This is an optimization exercise on Yosys and OpenROAD, whose aim is small area, a short achievable clock period and few clock cycles per item, not a production implementation.
Where RTL was checked, it was by simulation tests only, not by an equivalence proof against the original.
Power figures rest on the tool's default switching activity, not on a simulated workload.

## main
==> flow/design.v <==
module conv_single(input [8:0] kernel, input [8:0] window, output act_sign);
wire [8:0] m = kernel ~^ window;
wire sa = m[0] ^ m[1] ^ m[2];
wire ca = (m[0] & m[1]) | (m[0] & m[2]) | (m[1] & m[2]);
wire sb = m[3] ^ m[4] ^ m[5];
wire cb = (m[3] & m[4]) | (m[3] & m[5]) | (m[4] & m[5]);
wire e5 = ca & cb & (sa | sb);
wire e4 = (ca & cb) | ((ca | cb) & sa & sb);
wire e3 = (ca & cb) | ((ca | cb) & (sa | sb));
wire e2 = ca | cb | (sa & sb);
wire l1 = m[6] | m[7] | m[8];
wire l2 = (m[6] & m[7]) | (m[6] & m[8]) | (m[7] & m[8]);
wire l3 = m[6] & m[7] & m[8];
assign act_sign = e5 | (e4 & l1) | (e3 & l2) | (e2 & l3);
endmodule
module pipelined_conv(
	input clk,
	input [15:0] input_row,
	input [8:0] weights_in,
	input m12, m16,		 
	output reg [13:0] conv_out);
reg [15:0] R1, R2, R3;
reg [8:0] K;
wire [13:0] sign_acts;
always @(posedge clk) begin
	R1 <= input_row;
	R2 <= R1;
	R3 <= R2;
	K <= weights_in;
end
genvar k;
generate
	for (k = 0; k < 14; k = k + 1) begin : g_conv
		conv_single u(.kernel(K),
			.window({R1[k+2:k], R2[k+2:k], R3[k+2:k]}),
			.act_sign(sign_acts[k]));
	end
endgenerate
always @(posedge clk)
	conv_out <= {sign_acts[13:10] & {4{m16}}, sign_acts[9:8] & {2{m12}}, sign_acts[7:0]};
endmodule
module controller(input reset_b,
		  input clk,
		  input dut_run,
		  input [15:0] input_mdr,
		  output reg busy,
		  output reg output_write_en,
		  output reg [11:0] input_mar,
		  output reg [11:0] output_mar,
		  output reg m12, m16
		 );
localparam [1:0] ROW = 2'd0, DIMA = 2'd1, DIMD = 2'd2, DONE = 2'd3;
reg [1:0] st;
reg [3:0] c;		 
reg v0, v;		 
wire idle = !busy;
wire is_row = busy && st == ROW;
wire is_dimd = busy && st == DIMD;
wire zero = input_mdr == 16'd0;
wire last = c[3] & c[0] & (!m12 | c[1] & (!m16 | c[2]));
always @(posedge clk or negedge reset_b)
	if (!reset_b) begin
		busy <= 1'b0;
		st <= ROW;
		v0 <= 1'b0;
		v <= 1'b0;
		output_write_en <= 1'b0;
	end else begin
		v0 <= is_row && (c[3] | c[2] | c[1]);
		v <= v0;
		output_write_en <= v;
		if (idle) begin
			busy <= dut_run;
			st <= zero ? DONE : ROW;
		end else case (st)
			ROW: if (last) st <= DIMA;
			DIMA: st <= DIMD;
			DIMD: begin
				st <= zero ? DONE : ROW;
			end
			DONE: busy <= 1'b0;
		endcase
	end
always @(posedge clk) begin
	if (idle) input_mar <= {10'd0, dut_run, 1'b0};
	else input_mar <= input_mar + {10'd0, is_row & last, !(is_row & last)};
	if (idle) output_mar <= 12'd0;
	else if (output_write_en) output_mar <= output_mar + 12'd1;
	c <= (is_row | is_dimd) ? c + 4'd1 : 4'd0;
	if (idle | is_dimd) begin
		m16 <= input_mdr[4];
		m12 <= input_mdr[4] | input_mdr[2];
	end
end
endmodule
module top_without_mem(input dut_run, reset_b, clk,
		       output dut_busy,
		       input[15:0] sram_dut_read_data, wmem_dut_read_data,
		       output[15:0] dut_sram_write_data,
		       output[11:0] dut_sram_write_address, dut_sram_read_address,
		       output[11:0] dut_wmem_read_address, output dut_sram_write_enable
			);
wire m12, m16;
wire [13:0] conv_out;
controller u1(.reset_b(reset_b), .clk(clk), .dut_run(dut_run),
		.input_mdr(sram_dut_read_data), .busy(dut_busy),
		.output_write_en(dut_sram_write_enable),
		.input_mar(dut_sram_read_address),
		.output_mar(dut_sram_write_address),
		.m12(m12), .m16(m16));
pipelined_conv u2(.clk(clk), .input_row(sram_dut_read_data),
		.weights_in(wmem_dut_read_data[8:0]),
		.m12(m12), .m16(m16), .conv_out(conv_out));
assign dut_wmem_read_address = 12'd1;
assign dut_sram_write_data = {2'b0, conv_out};
endmodule
clock: 6.5 ns
lec_check: 0
cap_margin: 20
core_margin: 2
core_utilization: 40
setup_slack_margin: 4.3
slew_margin: 20
run.sh (not shown) runs the stock make flow with config.mk's settings and CLKGATE_MAP_FILE= SYNTH_SCRIPT=/design/flow/synth_recipe.tcl, a recipe that flattens the netlist after the stock synthesis.
main finished all stages; the layout is clean.
> inputs changed (main -> the feature branch)
-- flow/design.v --
<<< main, line 1
module conv_single(input [8:0] kernel, input [8:0] window, output act_sign);
wire [8:0] m = kernel ~^ window;
wire sa = m[0] ^ m[1] ^ m[2];
wire ca = (m[0] & m[1]) | (m[0] & m[2]) | (m[1] & m[2]);
wire sb = m[3] ^ m[4] ^ m[5];
wire cb = (m[3] & m[4]) | (m[3] & m[5]) | (m[4] & m[5]);
wire e5 = ca & cb & (sa | sb);
wire e4 = (ca & cb) | ((ca | cb) & sa & sb);
wire e3 = (ca & cb) | ((ca | cb) & (sa | sb));
wire e2 = ca | cb | (sa & sb);
wire l1 = m[6] | m[7] | m[8];
wire l2 = (m[6] & m[7]) | (m[6] & m[8]) | (m[7] & m[8]);
wire l3 = m[6] & m[7] & m[8];
assign act_sign = e5 | (e4 & l1) | (e3 & l2) | (e2 & l3);
endmodule
module pipelined_conv(
>>> the feature branch, line 1
module conv_single(input [8:0] kernel, input [8:0] window, output act_sign);
wire [8:0] m = kernel ~^ window;
wire a1 = m[0] | m[1] | m[2];
wire a2 = (m[0] & m[1]) | (m[0] & m[2]) | (m[1] & m[2]);
wire a3 = m[0] & m[1] & m[2];
wire b1 = m[3] | m[4] | m[5];
wire b2 = (m[3] & m[4]) | (m[3] & m[5]) | (m[4] & m[5]);
wire b3 = m[3] & m[4] & m[5];
wire c1 = m[6] | m[7] | m[8];
wire c2 = (m[6] & m[7]) | (m[6] & m[8]) | (m[7] & m[8]);
wire c3 = m[6] & m[7] & m[8];
wire t2 = a2 | b2 | (a1 & b1);
wire t3 = a3 | b3 | (a2 & b1) | (a1 & b2);
wire t4 = (a3 & b1) | (a2 & b2) | (a1 & b3);
wire t5 = (a3 & b2) | (a2 & b3);
assign act_sign = t5 | (t4 & c1) | (t3 & c2) | (t2 & c3);
endmodule
module pipelined_conv(
<<< main, line 20
	input m12, m16,		 
	output reg [13:0] conv_out);
reg [15:0] R1, R2, R3;
reg [8:0] K;
wire [13:0] sign_acts;
>>> the feature branch, line 22
	input m12, m16,		 
	output reg [13:0] conv_out);
reg [15:0] R1, R2;
reg [8:0] K;
wire [13:0] sign_acts;
<<< main, line 26
	R1 <= input_row;
	R2 <= R1;
	R3 <= R2;
	K <= weights_in;
end
>>> the feature branch, line 28
	R1 <= input_row;
	R2 <= R1;
	K <= weights_in;
end
<<< main, line 33
	for (k = 0; k < 14; k = k + 1) begin : g_conv
		conv_single u(.kernel(K),
			.window({R1[k+2:k], R2[k+2:k], R3[k+2:k]}),
			.act_sign(sign_acts[k]));
	end
>>> the feature branch, line 34
	for (k = 0; k < 14; k = k + 1) begin : g_conv
		conv_single u(.kernel(K),
			.window({input_row[k+2:k], R1[k+2:k], R2[k+2:k]}),
			.act_sign(sign_acts[k]));
	end
<<< main, line 53
reg [1:0] st;
reg [3:0] c;		 
reg v0, v;		 
wire idle = !busy;
wire is_row = busy && st == ROW;
>>> the feature branch, line 54
reg [1:0] st;
reg [3:0] c;		 
reg v;			 
wire idle = !busy;
wire is_row = busy && st == ROW;
<<< main, line 63
		busy <= 1'b0;
		st <= ROW;
		v0 <= 1'b0;
		v <= 1'b0;
		output_write_en <= 1'b0;
	end else begin
		v0 <= is_row && (c[3] | c[2] | c[1]);
		v <= v0;
		output_write_en <= v;
		if (idle) begin
>>> the feature branch, line 64
		busy <= 1'b0;
		st <= ROW;
		v <= 1'b0;
		output_write_en <= 1'b0;
	end else begin
		v <= is_row && (c[3] | c[2] | c[1]);
		output_write_en <= v;
		if (idle) begin
<<< main, line 77
			DIMA: st <= DIMD;
			DIMD: begin
				st <= zero ? DONE : ROW;
			end
			DONE: busy <= 1'b0;
>>> the feature branch, line 76
			DIMA: st <= DIMD;
			DIMD: begin
				st <= ROW;
				if (zero) busy <= 1'b0;
			end
			DONE: busy <= 1'b0;
Results
- [the feature branch vs main] clock period minus worst slack: lower in the feature branch
- Diff main -> the feature branch: total routed wirelength rose about 12%; area fraction of clock buffers and clock inverters rose 0.66 points; cell count rose 66.
- Of main and the feature branch, the run reporting the lower initial antenna violation count was the feature branch.
- The feature branch ends up with a clock buffer count that is 1 higher than in main.
- Share of layout cells above drive strength 1: lower on the feature branch
- Of main and the feature branch, the run reporting the lower worst path buffer plus inverter count was the feature branch.
- Number of sinks on the clock net (the feature branch over main): decrease, 17
Function was not checked in any run of this note: the RTL went through the layout flow alone.

---

// top_without_mem: RTL as listed in full above, without the edits since
Settings: LEC_CHECK=0, CAP_MARGIN=20, CORE_MARGIN=2, CORE_UTILIZATION=40, SETUP_SLACK_MARGIN=4.0, SLEW_MARGIN=20; clock period 6.5 ns.
Then changed:
--- a/flow/design.v
+++ b/flow/design.v
@@ -1,41 +1,39 @@
 module conv_single(input [8:0] kernel, input [8:0] window, output act_sign);
 wire [8:0] m = kernel ~^ window;
-wire sa = m[0] ^ m[1] ^ m[2];
-wire ca = (m[0] & m[1]) | (m[0] & m[2]) | (m[1] & m[2]);
-wire sb = m[3] ^ m[4] ^ m[5];
-wire cb = (m[3] & m[4]) | (m[3] & m[5]) | (m[4] & m[5]);
-wire e5 = ca & cb & (sa | sb);
-wire e4 = (ca & cb) | ((ca | cb) & sa & sb);
-wire e3 = (ca & cb) | ((ca | cb) & (sa | sb));
-wire e2 = ca | cb | (sa & sb);
-wire l1 = m[6] | m[7] | m[8];
-wire l2 = (m[6] & m[7]) | (m[6] & m[8]) | (m[7] & m[8]);
-wire l3 = m[6] & m[7] & m[8];
-assign act_sign = e5 | (e4 & l1) | (e3 & l2) | (e2 & l3);
+wire s1 = m[0] ^ m[1] ^ m[2];
+wire c1 = (m[0] & m[1]) | (m[0] & m[2]) | (m[1] & m[2]);
+wire s2 = m[3] ^ m[4] ^ m[5];
+wire c2 = (m[3] & m[4]) | (m[3] & m[5]) | (m[4] & m[5]);
+wire s3 = m[6] ^ m[7] ^ m[8];
+wire c3 = (m[6] & m[7]) | (m[6] & m[8]) | (m[7] & m[8]);
+wire u = s1 ^ s2 ^ s3;
+wire w = (s1 & s2) | (s1 & s3) | (s2 & s3);
+wire p = c1 ^ c2 ^ c3;
+wire q = (c1 & c2) | (c1 & c3) | (c2 & c3);
+assign act_sign = (q & (p | w | u)) | (u & p & w);
 endmodule
 module pipelined_conv(
 	input clk,
 	input [15:0] input_row,
 	input [8:0] weights_in,
 	input m12, m16,		 
 	output reg [13:0] conv_out);
-reg [15:0] R1, R2, R3;
+reg [15:0] R1, R2;
 reg [8:0] K;
 wire [13:0] sign_acts;
 always @(posedge clk) begin
 	R1 <= input_row;
 	R2 <= R1;
-	R3 <= R2;
 	K <= weights_in;
 end
 genvar k;
 generate
 	for (k = 0; k < 14; k = k + 1) begin : g_conv
 		conv_single u(.kernel(K),
-			.window({R1[k+2:k], R2[k+2:k], R3[k+2:k]}),
+			.window({input_row[k+2:k], R1[k+2:k], R2[k+2:k]}),
 			.act_sign(sign_acts[k]));
 	end
 endgenerate
 always @(posedge clk)
 	conv_out <= {sign_acts[13:10] & {4{m16}}, sign_acts[9:8] & {2{m12}}, sign_acts[7:0]};
 endmodule
@@ -49,37 +47,36 @@
 		  output reg [11:0] output_mar,
 		  output reg m12, m16
 		 );
 localparam [1:0] ROW = 2'd0, DIMA = 2'd1, DIMD = 2'd2, DONE = 2'd3;
 reg [1:0] st;
 reg [3:0] c;		 
-reg v0, v;		 
+reg v;			 
 wire idle = !busy;
 wire is_row = busy && st == ROW;
 wire is_dimd = busy && st == DIMD;
 wire zero = input_mdr == 16'd0;
 wire last = c[3] & c[0] & (!m12 | c[1] & (!m16 | c[2]));
 always @(posedge clk or negedge reset_b)
 	if (!reset_b) begin
 		busy <= 1'b0;
 		st <= ROW;
-		v0 <= 1'b0;
 		v <= 1'b0;
 		output_write_en <= 1'b0;
 	end else begin
-		v0 <= is_row && (c[3] | c[2] | c[1]);
-		v <= v0;
+		v <= is_row && (c[3] | c[2] | c[1]);
 		output_write_en <= v;
 		if (idle) begin
 			busy <= dut_run;
 			st <= zero ? DONE : ROW;
 		end else case (st)
 			ROW: if (last) st <= DIMA;
 			DIMA: st <= DIMD;
 			DIMD: begin
-				st <= zero ? DONE : ROW;
+				st <= ROW;
+				if (zero) busy <= 1'b0;
 			end
 			DONE: busy <= 1'b0;
 		endcase
 	end
 always @(posedge clk) begin
 	if (idle) input_mar <= {10'd0, dut_run, 1'b0};
After rerunning:
- setup slack loses 0.21 ns
- routed wire length went down by roughly a tenth
- final area went down by a few percent
- final cell count went down by roughly a tenth
- via count went down by about a fifth
- die area went down by a few percent
- combinational power went up by a little under a tenth
- synthesized area went down by a few percent
- hold slack gains 0.0052 ns
Function was not checked in any run of this note: the RTL went through the layout flow alone.

---

== P ==
Another version of the RTL of top_without_mem (not shown whole).
Size in the first run: roughly 92 flip-flops, roughly 0.0052 sq mm of cells after synthesis.
==> module pipelined_conv, before the edit <==
module pipelined_conv(
	input clk,
	input [15:0] input_row,
	input [8:0] weights_in,
	input m12, m16,		 
	output reg [13:0] conv_out);
reg [15:0] R1, R2;
reg [8:0] K;
wire [13:0] sign_acts;
always @(posedge clk) begin
	R1 <= input_row;
	R2 <= R1;
	K <= weights_in;
end
genvar k;
generate
	for (k = 0; k < 14; k = k + 1) begin : g_conv
		conv_single u(.kernel(K),
			.window({input_row[k+2:k], R1[k+2:k], R2[k+2:k]}),
			.act_sign(sign_acts[k]));
	end
endgenerate
always @(posedge clk)
	conv_out <= {sign_acts[13:10] & {4{m16}}, sign_acts[9:8] & {2{m12}}, sign_acts[7:0]};
endmodule
==> module controller, before the edit <==
module controller(input reset_b,
		  input clk,
		  input dut_run,
		  input [15:0] input_mdr,
		  output reg busy_out,
		  output reg output_write_en,
		  output reg [11:0] input_mar,
		  output reg [11:0] output_mar,
		  output reg m12, m16
		 );
localparam [1:0] ROW = 2'd0, DIMA = 2'd1, DIMD = 2'd2, DONE = 2'd3;
reg busy;		 
reg [1:0] st;
reg [3:0] c;		 
reg v;			 
reg last;		 
wire idle = !busy;
wire is_row = busy && st == ROW;
wire is_dimd = busy && st == DIMD;
wire zero = !(input_mdr[3] | input_mdr[4]);
wire next_last = c[3] & !c[0] & (!m12 | c[1] & (!m16 | c[2]));
wire skip = is_row & last;
wire done = st[1] & (st[0] | zero);
always @(posedge clk or negedge reset_b)
	if (!reset_b) begin
		busy <= 1'b0;
		busy_out <= 1'b0;
		v <= 1'b0;
		output_write_en <= 1'b0;
	end else begin
		v <= is_row && (c[3] | c[2] | c[1]);
		output_write_en <= v;
		busy_out <= busy ? !done : dut_run;
		if (idle)
			busy <= dut_run;
		else if (st == DONE || (st == DIMD && zero))
			busy <= 1'b0;
	end
always @(posedge clk) begin
	if (idle) st <= zero ? DONE : ROW;
	else case (st)
		ROW: if (last) st <= DIMA;
		DIMA: st <= DIMD;
		DIMD: st <= ROW;
		DONE: st <= ROW;
	endcase
	if (idle) input_mar <= {10'd0, dut_run, 1'b0};
	else begin
		input_mar[0] <= input_mar[0] ^ !skip;
		input_mar[11:1] <= input_mar[11:1] + (input_mar[0] | skip);
	end
	if (idle) output_mar <= 12'd0;
	else if (output_write_en) output_mar <= output_mar + 12'd1;
	c <= (is_row | is_dimd) ? c + 4'd1 : 4'd0;
	last <= is_row & next_last;
	if (idle | is_dimd) begin
		m16 <= input_mdr[4];
		m12 <= input_mdr[4] | input_mdr[2];
	end
end
endmodule
==> flow/config.mk <==
export PLATFORM = sky130hd
export DESIGN_NAME = top_without_mem
export DESIGN_NICKNAME = top_without_mem
export VERILOG_FILES = /design/flow/design.v
export SDC_FILE = /design/flow/constraint.sdc
export NUM_CORES = 4
export LEC_CHECK = 0
export CAP_MARGIN = 20
export CORE_MARGIN = 2
export CORE_UTILIZATION = 60
export PLACE_DENSITY = 0.8
export SETUP_SLACK_MARGIN = 4.3
export SLEW_MARGIN = 20
==> flow/constraint.sdc <==
create_clock -name core_clock -period 6.5 [get_ports {clk}]
set_input_delay 1.3000 -clock core_clock [delete_from_list [all_inputs] [get_ports {clk}]]
set_output_delay 1.3000 -clock core_clock [all_outputs]
set_load 0.01 [all_outputs]
standard.sh (not shown) runs the stock make flow with config.mk's settings and CLKGATE_MAP_FILE= SYNTH_SCRIPT=/design/flow/synth_recipe.tcl, a recipe that flattens the netlist after the stock synthesis.
==> flow/flow/run.sh <==
#!/bin/bash
# The standard layout, with two changes: ABC maps the logic with an area-oriented script
# (flow/abc.script, through flow/synth.tcl), and the ports get plain buffers, not delay cells.
set -euo pipefail
W=$(pwd)
export BUFFER_PORTS_ARGS="-buffer_cell sky130_fd_sc_hd__buf_1"
export FLOW_ABC_SCRIPT="$W/flow/abc.script"
bash standard.sh SYNTH_SCRIPT="$W/flow/synth.tcl" finish > standard.log 2>&1
==> flow/flow/abc.script <==
&get -n
&st
&dch
&nf -a
&put
topo
stime -c
==> flow/flow/synth.tcl <==
# synth_recipe.tcl (the standard synthesis script), except that ABC maps the logic with
# flow/abc.script instead of ORFS's abc_speed.script. Registers are mapped before ABC runs,
# so they are the standard synthesis's.
proc synth {args} { yosys synth -nofsm -noshare {*}$args }
proc abc {args} {
  set i [lsearch $args -script]
  if {$i >= 0} { set args [lreplace $args [expr {$i+1}] [expr {$i+1}] $::env(FLOW_ABC_SCRIPT)] }
  yosys abc {*}$args
}
source $::env(SCRIPTS_DIR)/synth.tcl
# left out here: clear keep_hierarchy, flatten, clean up, hide names made inside functions, write 1_2_yosys.v
Testbench counts of P, summed over its fixed seeds: cycles 42,580, items 33,100.
## Diff of input files: Q against P
==> flow/design.v, changed modules only <==
module pipelined_conv(
	input clk,
	input [15:0] input_row,
	input [8:0] weights_in,
	input m12, m16,		 
	output reg [13:0] conv_out);
reg [15:0] R1, R2;
reg [5:0] K;	 
wire [13:0] sign_acts;
always @(posedge clk) begin
	R1 <= input_row;
	R2 <= R1;
	K <= weights_in[5:0];
end
genvar k;
generate
	for (k = 0; k < 14; k = k + 1) begin : g_conv
		conv_single u(.kernel({weights_in[8:6], K}),
			.window({input_row[k+2:k], R1[k+2:k], R2[k+2:k]}),
			.act_sign(sign_acts[k]));
	end
endgenerate
always @(posedge clk)
	conv_out <= {sign_acts[13:10] & {4{m16}}, sign_acts[9:8] & {2{m12}}, sign_acts[7:0]};
endmodule
module controller(input reset_b,
		  input clk,
		  input dut_run,
		  input [15:0] input_mdr,
		  output reg busy_out,
		  output reg output_write_en,
		  output reg [11:0] input_mar,
		  output reg [11:0] output_mar,
		  output reg m12, m16
		 );
localparam [1:0] ROW = 2'd0, DIMA = 2'd1, DIMD = 2'd2, DONE = 2'd3;
reg busy;		 
reg [1:0] st;
reg [3:0] c;		 
reg last;		 
wire idle = !busy;
wire is_row = busy && st == ROW;
wire is_dimd = busy && st == DIMD;
wire zero = !(input_mdr[3] | input_mdr[4]);
wire next_last = c[3] & !c[0] & (!m12 | c[1] & (!m16 | c[2]));
wire skip = is_row & last;
wire v = busy & (st == ROW ? c[3] | c[2] | (c[1] & c[0]) : st == DIMA);
wire done = st[1] & (st[0] | zero);
always @(posedge clk or negedge reset_b)
	if (!reset_b) begin
		busy <= 1'b0;
		busy_out <= 1'b0;
		output_write_en <= 1'b0;
	end else begin
		output_write_en <= v;
		busy_out <= busy ? !done : dut_run;
		if (idle)
			busy <= dut_run;
		else if (st == DONE || (st == DIMD && zero))
			busy <= 1'b0;
	end
always @(posedge clk) begin
	if (idle) st <= zero ? DONE : ROW;
	else case (st)
		ROW: if (last) st <= DIMA;
		DIMA: st <= DIMD;
		DIMD: st <= ROW;
		DONE: st <= ROW;
	endcase
	if (idle) input_mar <= {10'd0, dut_run, 1'b0};
	else begin
		input_mar[0] <= input_mar[0] ^ !skip;
		input_mar[11:1] <= input_mar[11:1] + (input_mar[0] | skip);
	end
	if (idle) output_mar <= 12'd0;
	else if (output_write_en) output_mar <= output_mar + 12'd1;
	c <= (is_row | is_dimd) ? c + 4'd1 : 4'd0;
	last <= is_row & next_last;
	if (idle | is_dimd) begin
		m16 <= input_mdr[4];
		m12 <= input_mdr[4] | input_mdr[2];
	end
end
endmodule
Findings:
Between P and Q, pin count of the biggest net entering global routing is higher for P, Q comes in under that.
Q: proportion of register bits with asynchronous set or reset after synthesis 0.94 points below P
[compare] base=P new=Q: number of cells on the critical path roughly the same; share of power burned in the clock network lower; synthesized cell count roughly the same.
Switching share of power was higher in Q than in P.
Changes observed in Q relative to P: fmax dropped 0.78%, starting utilization of the core area climbed 1.3 points, first-pass GRT wire length barely changed, share of the cycle needed by the critical path after routing climbed 0.26 points.
Testbench counts of Q, summed over its fixed seeds: cycles 42,580, items 33,100.

==> static timing again, ports no longer ideal <==
No port has a modelled driver above. Below, the same layouts with a new extraction and two added sets of constraints. Step 1 assumes that a clkbuf_16 drives the clock port and a buf_2 every other input. Step 2, shift: input delay + t, output delay - t, t = (earliest + latest rising clock arrival at the registers) / 2. This alone moves slack from input paths to output paths. Slacks: no drivers / after step 1 / after step 2; pairs: no drivers / after step 1.
run | t, ns | setup WS [ns] | hold slack, ns | worst register clock-pin slew, ns
main | 0.395 | 4.133 / 4.133 / 3.989 | 0.363 / 0.363 / 0.363 | 0.07 / 0.07
the feature branch | 0.399 | 4.223 / 4.182 / 3.940 | 0.362 / 0.362 / 0.362 | 0.08 / 0.08
the first run of note 2 | 0.397 | 4.033 / 4.010 / 3.662 | 0.354 / 0.354 / 0.354 | 0.08 / 0.08
the second run of note 2 | 0.392 | 3.822 / 3.806 / 3.415 | 0.360 / 0.360 / 0.360 | 0.08 / 0.08
P | 0.385 | 4.309 / 4.274 / 4.075 | 0.368 / 0.368 / 0.368 | 0.09 / 0.09
Q | 0.394 | 4.292 / 4.258 / 4.006 | 0.367 / 0.367 / 0.367 | 0.09 / 0.09
After both steps setup and hold are still met in every run listed. The setup slack of the second run of note 2, which loses most, moves by -0.016 ns with the drivers and by -0.407 ns with both steps.
